What follows belongs to an exercise in optimizing a design on an open flow for small area and a short achievable clock period; a production flow would make more cautious choices.
In this exercise RTL edits were held to simulation tests only and were not proved equivalent to the original.
Power and IR drop assume default switching activity.

the previous run:
==> flow/design.v <==
module rbFIFO(clock,rst,dataIn,push,pop,dataOut,full,empty);
    input         clock;
    input         rst;
    input  [63:0] dataIn;
    input         push;
    input         pop;
    output [63:0] dataOut;
    output        full;
    output        empty;
    reg    [63:0] mem [1:31];
    reg    [63:0] dout;
    reg     [4:0] rt;         
    reg     [4:0] rh;         
    reg    [31:1] rsel;       
    reg    [31:1] wsel;       
    reg           full;
    reg           empty;
    reg           ram_empty;  
    reg           afull;      
    function [4:0] inc;
        input [4:0] s;
        inc = {s[3:0], s[4] ^ s[2]};
    endfunction
    wire ram_one = (inc(rh) == rt);          
    wire ram_29  = (inc(inc(rt)) == rh);     
    reg [31:1] hcur, hnxt, tcur, tnxt;       
    integer i;
    always @* begin
        for (i = 1; i < 32; i = i + 1) begin
            hcur[i]      = (rh == i);
            hnxt[inc(i)] = (rh == i);
            tcur[i]      = (rt == i);
            tnxt[inc(i)] = (rt == i);
        end
    end
    wire push_eff = push & ~full;
    wire pop_eff  = pop & ~empty & ~push_eff;
    wire tadv     = push_eff & ~empty;       
    wire hadv     = pop_eff & ~ram_empty;    
    wire load     = empty | hadv;            
    wire full_n      = ~rst & (push_eff ? afull : (~pop_eff & full));
    wire empty_n     = rst | (~push_eff & (pop_eff ? ram_empty : empty));
    wire ram_empty_n = rst | (push_eff ? empty : (pop_eff ? (ram_empty | ram_one) : ram_empty));
    wire afull_n     = ~rst & (push_eff ? ram_29 : (pop_eff ? full : afull));
    always @(posedge clock) begin
        full      <= full_n;
        empty     <= empty_n;
        ram_empty <= ram_empty_n;
        afull     <= afull_n;
        if (rst) begin
            rt <= 5'd1;
            rh <= 5'd1;
        end else begin
            if (tadv) rt <= inc(rt);
            if (hadv) rh <= inc(rh);
        end
        rsel <= (hadv ? hnxt : hcur) & {31{~ram_empty_n}};
        if (rst)
            wsel <= 31'd1;
        else
            wsel <= (tadv ? tnxt : tcur) & {31{~full_n}};
    end
    always @(posedge clock) begin
        for (i = 1; i < 32; i = i + 1)
            if (wsel[i]) mem[i] <= dataIn;
    end
    wire [63:0] wd [0:31];
    wire [31:0] sd;
    genvar g, b;
    generate
        for (g = 1; g < 32; g = g + 1) begin : gw
            assign wd[g-1] = mem[g];
            assign sd[g-1] = rsel[g];
        end
    endgenerate
    assign wd[31] = dataIn;
    assign sd[31] = ram_empty;
    wire [63:0] rdata;
    wire [63:0] dout_n;
    generate
        for (b = 0; b < 64; b = b + 1) begin : gb
            wire [10:0] n;
            for (g = 0; g < 10; g = g + 1) begin : gs
                rbfifo_aoi222 u (.a0(wd[3*g][b]), .s0(sd[3*g]),
                                 .a1(wd[3*g+1][b]), .s1(sd[3*g+1]),
                                 .a2(wd[3*g+2][b]), .s2(sd[3*g+2]),
                                 .y(n[g]));
            end
            rbfifo_aoi22 u10 (.a0(wd[30][b]), .s0(sd[30]),
                              .a1(wd[31][b]), .s1(sd[31]), .y(n[10]));
            assign rdata[b] = ~&n;
            rbfifo_mux2 um (.a(dout[b]), .b(rdata[b]), .s(load), .y(dout_n[b]));
        end
    endgenerate
    always @(posedge clock)
        dout <= dout_n;
    assign dataOut = dout;
endmodule
module rbfifo_aoi222(a0, s0, a1, s1, a2, s2, y);
    input  a0, s0, a1, s1, a2, s2;
    output y;
    assign y = ~((a0 & s0) | (a1 & s1) | (a2 & s2));
endmodule
module rbfifo_aoi22(a0, s0, a1, s1, y);
    input  a0, s0, a1, s1;
    output y;
    assign y = ~((a0 & s0) | (a1 & s1));
endmodule
module rbfifo_mux2(a, b, s, y);
    input  a, b, s;
    output y;
    assign y = s ? b : a;
endmodule
clock: 5.5 ns
lec_check: 0
cap_margin: 20
core_margin: 2
core_utilization: 65
cts_cluster_diameter: 80
cts_cluster_size: 24
setup_slack_margin: 3.15
slew_margin: 20
synth_hierarchical: 1
synth_minimum_keep_size: 0
run.sh (not shown) runs the stock make flow with config.mk's settings and CLKGATE_MAP_FILE= SYNTH_SCRIPT=/design/flow/synth_recipe.tcl, a recipe that flattens the netlist after the stock synthesis.
Inputs modified between the previous run and the current run:
diff --git a/flow/design.v b/flow/design.v
--- a/flow/design.v
+++ b/flow/design.v
@@ -34,13 +34,12 @@
         end
     end
     wire push_eff = push & ~full;
     wire pop_eff  = pop & ~empty & ~push_eff;
     wire tadv     = push_eff & ~empty;       
     wire hadv     = pop_eff & ~ram_empty;    
-    wire load     = empty | hadv;            
     wire full_n      = ~rst & (push_eff ? afull : (~pop_eff & full));
     wire empty_n     = rst | (~push_eff & (pop_eff ? ram_empty : empty));
     wire ram_empty_n = rst | (push_eff ? empty : (pop_eff ? (ram_empty | ram_one) : ram_empty));
     wire afull_n     = ~rst & (push_eff ? ram_29 : (pop_eff ? full : afull));
     always @(posedge clock) begin
         full      <= full_n;
@@ -73,41 +72,48 @@
             assign sd[g-1] = rsel[g];
         end
     endgenerate
     assign wd[31] = dataIn;
     assign sd[31] = ram_empty;
     wire [63:0] rdata;
+    wire  [3:0] load_q;
+    generate
+        for (g = 0; g < 4; g = g + 1) begin : gl
+            rbfifo_load ul (.push(push), .pop(pop), .full(full), .empty(empty),
+                            .ram_empty(ram_empty), .load(load_q[g]));
+        end
+    endgenerate
     wire [63:0] dout_n;
     generate
         for (b = 0; b < 64; b = b + 1) begin : gb
-            wire [10:0] n;
+            wire [11:0] n;
             for (g = 0; g < 10; g = g + 1) begin : gs
                 rbfifo_aoi222 u (.a0(wd[3*g][b]), .s0(sd[3*g]),
                                  .a1(wd[3*g+1][b]), .s1(sd[3*g+1]),
                                  .a2(wd[3*g+2][b]), .s2(sd[3*g+2]),
                                  .y(n[g]));
             end
-            rbfifo_aoi22 u10 (.a0(wd[30][b]), .s0(sd[30]),
-                              .a1(wd[31][b]), .s1(sd[31]), .y(n[10]));
+            assign n[10] = ~(wd[30][b] & sd[30]);
+            assign n[11] = ~(wd[31][b] & sd[31]);
             assign rdata[b] = ~&n;
-            rbfifo_mux2 um (.a(dout[b]), .b(rdata[b]), .s(load), .y(dout_n[b]));
+            rbfifo_mux2 um (.a(dout[b]), .b(rdata[b]), .s(load_q[b/16]), .y(dout_n[b]));
         end
     endgenerate
     always @(posedge clock)
         dout <= dout_n;
     assign dataOut = dout;
 endmodule
 module rbfifo_aoi222(a0, s0, a1, s1, a2, s2, y);
     input  a0, s0, a1, s1, a2, s2;
     output y;
     assign y = ~((a0 & s0) | (a1 & s1) | (a2 & s2));
 endmodule
-module rbfifo_aoi22(a0, s0, a1, s1, y);
-    input  a0, s0, a1, s1;
-    output y;
-    assign y = ~((a0 & s0) | (a1 & s1));
-endmodule
 module rbfifo_mux2(a, b, s, y);
     input  a, b, s;
     output y;
     assign y = s ? b : a;
 endmodule
+module rbfifo_load(push, pop, full, empty, ram_empty, load);
+    input  push, pop, full, empty, ram_empty;
+    output load;
+    assign load = empty | (pop & ~empty & ~(push & ~full) & ~ram_empty);
+endmodule
On number of violations reported at the end of detailed-routing iteration 0: the current run sits above the previous run. The current run ended up with a higher routed length per instance than the previous run did. Every stage of the flow completed for the current run, and the final layout passed the timing, DRC and antenna checks. Total routing usage reported by global routing (the current run over the previous run): increase, 3.0 points. Re number of sinks on the clock net: no difference whatsoever between the previous run and the current run. In the current run, the first-pass GRT wire length came out about 6% above the value in the previous run. The current run vs the previous run — cell area after placement dropped slightly. Post-layout total power improves in the current run relative to the previous run. [compare] base=the previous run new=the current run: maximum frequency went down 3.7%; total wire length after detailed routing went up about 9%. Compared with the previous run, the current run shows part of the cycle the worst path needs higher by 1.6 points. In the current run the count of inverters other than clock inverters in the layout turned out 3 higher than in the previous run.

-- what the ideal ports hide --
How much do the figures lean on ideal ports? The routed layouts below were timed once more, with nothing changed but the port constraints.
Step 1: set_driving_cell puts a clkbuf_16 on clock and a buf_2 on each other input, an assumption about the parent block.
Step 2 moves the port delays by t, midway between the first and last clock arrival at a register: inputs arrive t later, outputs are due t later. That takes back most of the time a late clock gives input paths.
a / b / c = ideal ports / drivers / drivers and shift; a / b = the first two.
run	t, ns	setup WS [ns]	worst setup path at the end
the previous run	0.803	3.134 / 3.054 / 2.397	input to register
the current run	0.788	3.043 / 3.043 / 2.441	input to register
After both steps every run listed still meets setup and hold. For the previous run, which loses most, drivers alone change the setup slack by -0.080 ns; drivers and shift together by -0.737 ns.
